Background: an optimization exercise with open tools, aiming at small area. Do not read the settings as production practice.
Where RTL was checked, it was by simulation tests only, not by an equivalence proof against the original.
The clock input has no modelled driver; a real chip could not lean on it and would need a root buffer or a full tree.
Power and IR drop assume default switching activity.

==> inputs of 05-11 <==
==> flow/design.v <==
module digital_lock #(
	parameter	width = 4,
	parameter	tick_cycles = 250
)(
	input				clock,
	input				reset,
	input		[3:0]	key,
	output	reg	[6:0]	HEX0,
	output	reg	[6:0]	HEX1,
	output	reg	[6:0]	HEX2,
	output	reg	[6:0]	HEX3,
	output	reg	[6:0]	HEX4,
	output	reg	[6:0]	HEX5,
	output	reg			LOCK_STATE,
	output	reg			UNLOCK_STATE,
	output	reg			ORIGIN_STATE,
	output	reg			SECOND_STATE,
	output	reg			THIRD_STATE
);
localparam	UNLOCKED		= 3'b000;
localparam	UNLOCKED_ERR	= 3'b001;
localparam	SECOND			= 3'b010;
localparam	LOCKING			= 3'b011;
localparam	THIRD			= 3'b110;
localparam	UNLOCKING		= 3'b111;
localparam	ORIGIN			= 3'b100;
localparam	LOCKED			= 3'b101;
localparam	TICK_START	= 8'h08;
localparam	TICK_END	= 8'ha0;
localparam	TH_START	= 3'b001;
localparam	C0 = 3'b110, C1 = 3'b100, C2 = 3'b000, C3 = 3'b001,
			C4 = 3'b010, C5 = 3'b101, C6 = 3'b011, C7 = 3'b111;
reg	[2:0]	state;
reg	[3:0]	key_last;
reg	[7:0]	counter;
reg	[2:0]	t_h;
reg	[2:0]	cnt_o, cnt_b;	 
reg	[7:0]	pw_o, pw_b;		 
reg			t_e;
reg	[3:0]	shown;			 
wire	[3:0]	press = key_last & ~key;
wire			any_press = |press;
wire	[1:0]	digit = {~press[0] & ~press[1], ~press[0] & (press[1] | press[2])};
wire			tick = ({counter[7:6], counter[4:0]} == {TICK_END[7:6], TICK_END[4:0]});
wire			in_o = (state == ORIGIN);
wire			in_b = state[1] & ~state[0];
wire			in_entry = in_o | in_b;
wire	[2:0]	cnt = in_o ? cnt_o : cnt_b;
wire			confirm = (cnt == C4) & press[1];
wire			timeout = ~t_h[1] & ~t_h[0];
wire			enter = ~confirm & ~timeout & any_press;	 
wire			show = ~timeout & ~any_press;				 
wire	[2:0]	cnt_next = {cnt[1:0], cnt[0] ? (cnt[2] | cnt[1]) : ~cnt[2]};
wire	[3:0]	wpos = {cnt == C3, cnt == C2, cnt == C1, cnt == C0};
wire	[3:0]	spos = {cnt == C4, cnt == C3, cnt == C2, cnt == C1};
wire	[7:0]	pw_shown = ORIGIN_STATE ? pw_o : pw_b;
wire			match = (pw_shown == pw_o);
integer k;
always @(posedge clock) begin
	key_last	<= key;
	if (!reset) begin
		cnt_o	<= C0;
		cnt_b	<= C0;
	end
	else if (confirm) begin
		if (in_o) cnt_o <= C0;
		if (in_b) cnt_b <= C0;
	end
	else if (enter) begin
		if (in_o) cnt_o <= cnt_next;
		if (in_b) cnt_b <= cnt_next;
	end
	for (k = 0; k < 4; k = k + 1)
		if (enter & wpos[k]) begin
			if (in_o) pw_o[2*k +: 2] <= digit;
			if (in_b) pw_b[2*k +: 2] <= digit;
		end
	if (!in_entry | confirm)
		t_h		<= TH_START;
	else if (tick)
		t_h		<= {t_h[1:0], t_h[2] ^ t_h[1]};
	if (!reset | tick)
		counter	<= TICK_START;
	else
		counter	<= {counter[6:0], counter[7] ^ counter[5] ^ counter[4] ^ counter[3]};
	if (!in_entry | confirm | (show & (cnt == C7)))
		shown	<= 4'b0000;
	else if (show)
		shown	<= shown | spos;
	LOCK_STATE		<= !reset | (state == LOCKED);
	UNLOCK_STATE	<= !reset | (state[2:1] == 2'b00);
	ORIGIN_STATE	<= !reset | in_o;
	SECOND_STATE	<= !reset | (state[2:1] == 2'b01);
	THIRD_STATE		<= !reset | (state[2:1] == 2'b11);
	if (!reset) begin
		state	<= UNLOCKED;
		t_e		<= 1'b0;
	end
	else case (state)
		UNLOCKED, UNLOCKED_ERR: if (press[0])
			state	<= ORIGIN;
		LOCKED: if (press[3])
			state	<= THIRD;
		ORIGIN: if (confirm)
			state	<= SECOND;
		else if (timeout)
			state	<= UNLOCKED;
		SECOND: if (confirm)
			state	<= LOCKING;
		else if (timeout)
			state	<= UNLOCKED;
		THIRD: if (confirm)
			state	<= UNLOCKING;
		else if (timeout)
			state	<= LOCKED;
		LOCKING:
			state	<= match ? LOCKED : UNLOCKED_ERR;
		UNLOCKING: if (match)
			state	<= UNLOCKED;
		else begin
			state	<= LOCKED;
			t_e		<= 1'b1;
		end
	endcase
end
wire		m_u = UNLOCK_STATE & ~state[2] & ~state[0];	 
wire		m_lck = LOCK_STATE & state[0];					 
wire		m_e = (UNLOCK_STATE & state[0]) | (m_lck & t_e);	 
wire		m_l = m_lck & ~t_e;								 
function [6:0] lit;
	input [1:0] x;
	lit = {x[1] | x[0], x[1] & ~x[0], ~x[1] & x[0], x[0], x[1] | ~x[0], 1'b1, x[0]};
endfunction
wire	[6:0]	l5 = {7{shown[0]}} & lit(pw_shown[1:0]);
wire	[6:0]	l4 = {7{shown[1]}} & lit(pw_shown[3:2]);
wire	[6:0]	l3 = {7{shown[2]}} & lit(pw_shown[5:4]);
wire	[6:0]	l2 = {7{shown[3]}} & lit(pw_shown[7:6]);
wire			m_any = m_e | m_u | m_l;
always @(*) begin
	HEX5 = ~(l5 | {m_e, m_any, m_any, m_any, m_u, m_u, m_e});
	HEX4 = ~(l4 | {m_any, 1'b0, m_any, m_l, m_u | m_l, 1'b0, 1'b0});
	HEX3 = ~(l3 | {m_e | m_l, m_u, m_any, m_u | m_l, 1'b0, 1'b0, 1'b0});
	HEX2 = ~(l2 | {m_any, m_l, m_any, m_any, m_e | m_u, m_l, 1'b0});
	HEX1 = ~{m_e | m_u, 1'b0, m_e | m_u, m_u, 3'b000};
	HEX0 = ~{m_u, m_u, m_u, m_u, 1'b0, m_u, 1'b0};
end
endmodule
==> flow/flow/run.sh <==
#!/bin/bash
# Standard layout (the standard.sh on ORFS), with two changes:
#  - the port buffers are the smallest buffer (sky130_fd_sc_hd__buf_1);
#  - the clock tree is a few sky130_fd_sc_hd__clkbuf_8, each at the centre
#    of a cluster of registers it drives, all driven by the clock port
#    (flow/cts_pre.tcl builds it before the CTS step and turns
#    clock_tree_synthesis into a no-op); the rest of the CTS step (timing
#    repair, legalisation) runs as usual.
# The tools' output goes to standard.log; ORFS keeps its per-step logs
# under orfs/logs.
set -uo pipefail
export BUFFER_PORTS_ARGS="-buffer_cell sky130_fd_sc_hd__buf_1"
export PRE_CTS_TCL="$PWD/flow/cts_pre.tcl"
bash standard.sh > standard.log 2>&1
==> flow/flow/cts_pre.tcl <==
# Clock tree: the registers are split into NCLUSTERS groups by position
# (k-means); a clock buffer at the centre of each group drives it, and the
# clock port drives the buffers.
set nclusters 3
set block [ord::get_db_block]
set clk_net [$block findNet clock]
set master [[ord::get_db] findMaster sky130_fd_sc_hd__clkbuf_8]
set sinks {}
foreach iterm [$clk_net getITerms] {
  set inst [$iterm getInst]
  set box [$inst getBBox]
  set x [expr { ([$box xMin] + [$box xMax]) / 2.0 }]
  set y [expr { ([$box yMin] + [$box yMax]) / 2.0 }]
  lappend sinks [list $iterm $x $y]
}
set n [llength $sinks]
# k-means, seeded with sinks spread along the sorted order of x + y
set sorted [lsort -real -index 1 [lmap s $sinks { list $s [expr { [lindex $s 1] + [lindex $s 2] }] }]]
set centres {}
for { set c 0 } { $c < $nclusters } { incr c } {
  set s [lindex [lindex $sorted [expr { int(($c + 0.5) * $n / $nclusters) }]] 0]
  lappend centres [list [lindex $s 1] [lindex $s 2]]
}
for { set iter 0 } { $iter < 50 } { incr iter } {
  set assign {}
  foreach s $sinks {
    set best 0
    set bestd 1e30
    for { set c 0 } { $c < $nclusters } { incr c } {
      lassign [lindex $centres $c] cx cy
      set d [expr { abs([lindex $s 1] - $cx) + abs([lindex $s 2] - $cy) }]
      if { $d < $bestd } { set bestd $d; set best $c }
    }
    lappend assign $best
  }
  set new {}
  for { set c 0 } { $c < $nclusters } { incr c } {
    set sx 0.0; set sy 0.0; set k 0
    foreach s $sinks a $assign {
      if { $a == $c } { set sx [expr { $sx + [lindex $s 1] }]; set sy [expr { $sy + [lindex $s 2] }]; incr k }
    }
    if { $k > 0 } { lappend new [list [expr { $sx / $k }] [expr { $sy / $k }]] } else { lappend new [lindex $centres $c] }
  }
  set centres $new
}
for { set c 0 } { $c < $nclusters } { incr c } {
  set buf [odb::dbInst_create $block $master clkbuf_leaf_$c]
  set net [odb::dbNet_create $block clknet_leaf_$c]
  $net setSigType CLOCK
  set k 0
  foreach s $sinks a $assign {
    if { $a == $c } {
      set iterm [lindex $s 0]
      $iterm disconnect
      $iterm connect $net
      incr k
    }
  }
  [$buf findITerm A] connect $clk_net
  [$buf findITerm X] connect $net
  lassign [lindex $centres $c] cx cy
  $buf setLocation [expr { round($cx) }] [expr { round($cy) }]
  $buf setPlacementStatus PLACED
  puts "cts_pre: clkbuf_leaf_$c drives $k registers from ([expr { round($cx) }], [expr { round($cy) }])"
}
proc clock_tree_synthesis { args } {
  puts "cts_pre: clock_tree_synthesis skipped"
}
==> flow/standard.sh <==
#!/bin/bash
# synth_recipe.tcl (not shown) runs the flow's synth.tcl, then flattens the netlist and writes it again
# the make line also repeats each setting of config.mk as NAME=value (left out here)
make -C /OpenROAD-flow-scripts/flow DESIGN_CONFIG=/design/flow/config.mk WORK_HOME=/design/flow/orfs CLKGATE_MAP_FILE= SYNTH_SCRIPT=/design/flow/synth_recipe.tcl "${@:-finish}"
==> flow/config.mk <==
export PLATFORM = sky130hd
export DESIGN_NAME = digital_lock
export DESIGN_NICKNAME = digital_lock
export VERILOG_FILES = /design/flow/design.v
export SDC_FILE = /design/flow/constraint.sdc
export NUM_CORES = 4
export LEC_CHECK = 0
export CAP_MARGIN = 20
export CORE_MARGIN = 2
export CORE_UTILIZATION = 40
export SLEW_MARGIN = 20
==> flow/constraint.sdc <==
create_clock -name core_clock -period 10.0 [get_ports {clock}]
set_input_delay 2.0000 -clock core_clock [delete_from_list [all_inputs] [get_ports {clock}]]
set_output_delay 2.0000 -clock core_clock [all_outputs]
set_load 0.01 [all_outputs]
==> 04-12: changes against 05-11 <==
--- a/flow/design.v
+++ b/flow/design.v
@@ -19,15 +19,22 @@
 );
-localparam	UNLOCKED		= 3'b000;
+localparam	UNLOCKED	= 3'b000;
 localparam	UNLOCKED_ERR	= 3'b001;
-localparam	SECOND			= 3'b010;
-localparam	LOCKING			= 3'b011;
-localparam	THIRD			= 3'b110;
-localparam	UNLOCKING		= 3'b111;
-localparam	ORIGIN			= 3'b100;
-localparam	LOCKED			= 3'b101;
-localparam	TICK_START	= 8'h08;
-localparam	TICK_END	= 8'ha0;
-localparam	TH_START	= 3'b001;
-localparam	C0 = 3'b110, C1 = 3'b100, C2 = 3'b000, C3 = 3'b001,
-			C4 = 3'b010, C5 = 3'b101, C6 = 3'b011, C7 = 3'b111;
+localparam	LOCKED	= 3'b101;
+localparam	LOCKING	= 3'b011;
+localparam	ORIGIN	= 3'b100;
+localparam	UNLOCKING	= 3'b111;
+localparam	SECOND	= 3'b010;
+localparam	THIRD	= 3'b110;
+localparam	C0 = 3'b000;
+localparam	C1 = 3'b001;
+localparam	C2 = 3'b100;
+localparam	C3 = 3'b101;
+localparam	C4 = 3'b110;
+localparam	C5 = 3'b011;
+localparam	C6 = 3'b010;
+localparam	C7 = 3'b111;
+localparam	D0 = 2'b00;
+localparam	D1 = 2'b01;
+localparam	D2 = 2'b11;
+localparam	D3 = 2'b10;
 reg	[2:0]	state;
@@ -42,13 +49,25 @@
 wire			any_press = |press;
-wire	[1:0]	digit = {~press[0] & ~press[1], ~press[0] & (press[1] | press[2])};
-wire			tick = ({counter[7:6], counter[4:0]} == {TICK_END[7:6], TICK_END[4:0]});
-wire			in_o = (state == ORIGIN);
-wire			in_b = state[1] & ~state[0];
-wire			in_entry = in_o | in_b;
-wire	[2:0]	cnt = in_o ? cnt_o : cnt_b;
+wire	[1:0]	digit = press[0] ? D0 : press[1] ? D1 : press[2] ? D2 : D3;
+wire			tick = ~counter[7] & counter[6] & counter[5] & ~counter[4] & counter[3] & counter[2] & counter[0];
+wire			in_o = (state[2] & ~state[1] & ~state[0]);
+wire			in_b = (state[1] & ~state[0]);
+wire			in_entry = (state[2] & ~state[0]) | (state[1] & ~state[0]);
+wire			sel_b = (state[1]);
+wire			in_s = (~state[2] & state[1] & ~state[0]);
+wire	[2:0]	cnt = sel_b ? cnt_b : cnt_o;
 wire			confirm = (cnt == C4) & press[1];
-wire			timeout = ~t_h[1] & ~t_h[0];
+wire			timeout = (t_h[2] & ~t_h[1] & t_h[0]);
 wire			enter = ~confirm & ~timeout & any_press;	 
 wire			show = ~timeout & ~any_press;				 
-wire	[2:0]	cnt_next = {cnt[1:0], cnt[0] ? (cnt[2] | cnt[1]) : ~cnt[2]};
+reg		[2:0]	cnt_next;
+always @(*)
+	case (cnt)
+		C0:	cnt_next = C1;
+		C1:	cnt_next = C2;
+		C2:	cnt_next = C3;
+		C3:	cnt_next = C4;
+		C4:	cnt_next = C5;
+		C5:	cnt_next = C6;
+		default:	cnt_next = C7;
+	endcase
 wire	[3:0]	wpos = {cnt == C3, cnt == C2, cnt == C1, cnt == C0};
@@ -78,9 +97,9 @@
 	if (!in_entry | confirm)
-		t_h		<= TH_START;
+		t_h		<= 3'b111;
 	else if (tick)
-		t_h		<= {t_h[1:0], t_h[2] ^ t_h[1]};
+		t_h		<= {t_h[1:0], ~(t_h[0] | t_h[2])};
 	if (!reset | tick)
-		counter	<= TICK_START;
+		counter	<= 8'd127;
 	else
-		counter	<= {counter[6:0], counter[7] ^ counter[5] ^ counter[4] ^ counter[3]};
+		counter	<= {counter[6:0], ~(counter[7] ^ (counter[0] & counter[4]))};
 	if (!in_entry | confirm | (show & (cnt == C7)))
@@ -89,7 +108,7 @@
 		shown	<= shown | spos;
-	LOCK_STATE		<= !reset | (state == LOCKED);
-	UNLOCK_STATE	<= !reset | (state[2:1] == 2'b00);
-	ORIGIN_STATE	<= !reset | in_o;
-	SECOND_STATE	<= !reset | (state[2:1] == 2'b01);
-	THIRD_STATE		<= !reset | (state[2:1] == 2'b11);
+	LOCK_STATE		<= !reset | (state[2] & ~state[1] & state[0]);
+	UNLOCK_STATE	<= !reset | (~state[2] & ~state[1]);
+	ORIGIN_STATE	<= !reset | (state[2] & ~state[1] & ~state[0]);
+	SECOND_STATE	<= !reset | (~state[2] & state[1]);
+	THIRD_STATE		<= !reset | (state[2] & state[1]);
 	if (!reset) begin
@@ -125,5 +144,5 @@
 end
-wire		m_u = UNLOCK_STATE & ~state[2] & ~state[0];	 
-wire		m_lck = LOCK_STATE & state[0];					 
-wire		m_e = (UNLOCK_STATE & state[0]) | (m_lck & t_e);	 
+wire		m_u = UNLOCK_STATE & ((~state[2] & ~state[0]));	 
+wire		m_lck = LOCK_STATE & ((~state[1]));	 
+wire		m_e = (UNLOCK_STATE & ((state[0]))) | (m_lck & t_e);	 
 wire		m_l = m_lck & ~t_e;								 
@@ -131,3 +150,8 @@
 	input [1:0] x;
-	lit = {x[1] | x[0], x[1] & ~x[0], ~x[1] & x[0], x[0], x[1] | ~x[0], 1'b1, x[0]};
+	case (x)
+		D0: lit = ~7'b1111001;
+		D1: lit = ~7'b0100100;
+		D2: lit = ~7'b0110000;
+		D3: lit = ~7'b0011001;
+	endcase
 endfunction
--- a/flow/flow/run.sh
+++ b/flow/flow/run.sh
@@ -1,3 +1,6 @@
 #!/bin/bash
-# Standard layout (the standard.sh on ORFS), with two changes:
+# Standard layout (the standard.sh on ORFS), with three changes:
+#  - before global placement every logic cell gets the smallest drive
+#    strength of its kind (flow/downsize.tcl); repair_design in the
+#    placement step sizes up again where needed;
 #  - the port buffers are the smallest buffer (sky130_fd_sc_hd__buf_1);
@@ -12,2 +15,3 @@
 export BUFFER_PORTS_ARGS="-buffer_cell sky130_fd_sc_hd__buf_1"
+export PRE_GLOBAL_PLACE_TCL="$PWD/flow/downsize.tcl"
 export PRE_CTS_TCL="$PWD/flow/cts_pre.tcl"
==> flow/flow/downsize.tcl (new file) <==
# Before global placement: give every logic cell the smallest drive strength
# of its kind (synthesis upsizes some for a timing target this design meets
# with a wide margin); the placement step's repair_design sizes cells up
# again where slew or capacitance needs it.
set db [ord::get_db]
set nswap 0
foreach inst [[ord::get_db_block] getInsts] {
  set m [$inst getMaster]
  set name [$m getName]
  if { ![regexp {^(sky130_fd_sc_hd__[a-z0-9]+)_([0-9]+)$} $name -> base drive] } { continue }
  if { [regexp {__(df|edf|sdf|dl|tap|fill|decap|conb|clk)} $base] } { continue }
  set best $name
  set best_area [expr { [$m getWidth] * [$m getHeight] }]
  foreach d {0 1 2} {
    set cand [$db findMaster ${base}_$d]
    if { $cand eq "NULL" || $cand eq "" } { continue }
    set a [expr { [$cand getWidth] * [$cand getHeight] }]
    if { $a < $best_area } { set best ${base}_$d; set best_area $a }
  }
  if { $best ne $name } {
    replace_cell [$inst getName] $best
    incr nswap
  }
}
puts "downsize: $nswap cells given a smaller drive strength"
==> summary.txt <==
item                                                                            04-12                    05-11
Result of the run                                             complete, no violations  complete, no violations
Share of synthesized area occupied by flip-flops and latches                    0.411                    0.444
Multi-input gate share of total cell area                                       0.463                    0.461
CP Buf/Inv Count                                                                    1                        2
Peak supply drop                                                             0.104 mV                 0.108 mV
Sequential fraction of total cell area                                          0.397                    0.414
Delay of the slowest critical-path stage                                       810 ps                   690 ps
Sequential group share of total power                                           0.447                    0.643
Origin of the worst setup path                                               state[1]             ORIGIN_STATE
Clock transition at the registers of the reported paths                        100 ps                   110 ps
Power density of the placed cells                                          218 nW/um2               122 nW/um2
Met2 layer usage reported by global route                                       0.258                    0.259
# placed instances                                                                425                      391
No functional check of the RTL was part of 04-12. In every run of this note, the design's own scripts or RTL, not TritonCTS, make the clock network.

re-timing with driven ports:
Ports are ideal in the flow. The routed layouts listed here were re-timed in OpenROAD.
Step 1, drivers: a clkbuf_16 drives clock and a buf_2 each remaining input, both assumed.
Step 2 also shifts input and output timing later by t, the mid clock arrival at the registers, as if the neighbouring blocks saw the same clock.
Slacks: no drivers / after step 1 / after step 2; pairs: no drivers / after step 1.
run	t, ns	setup WS [ns]	worst setup path after step 2
05-11	0.204	6.174 / 6.123 / 6.327	register to output
04-12	0.204	6.104 / 6.055 / 6.259	register to output
After both steps setup and hold are still met in every run listed.
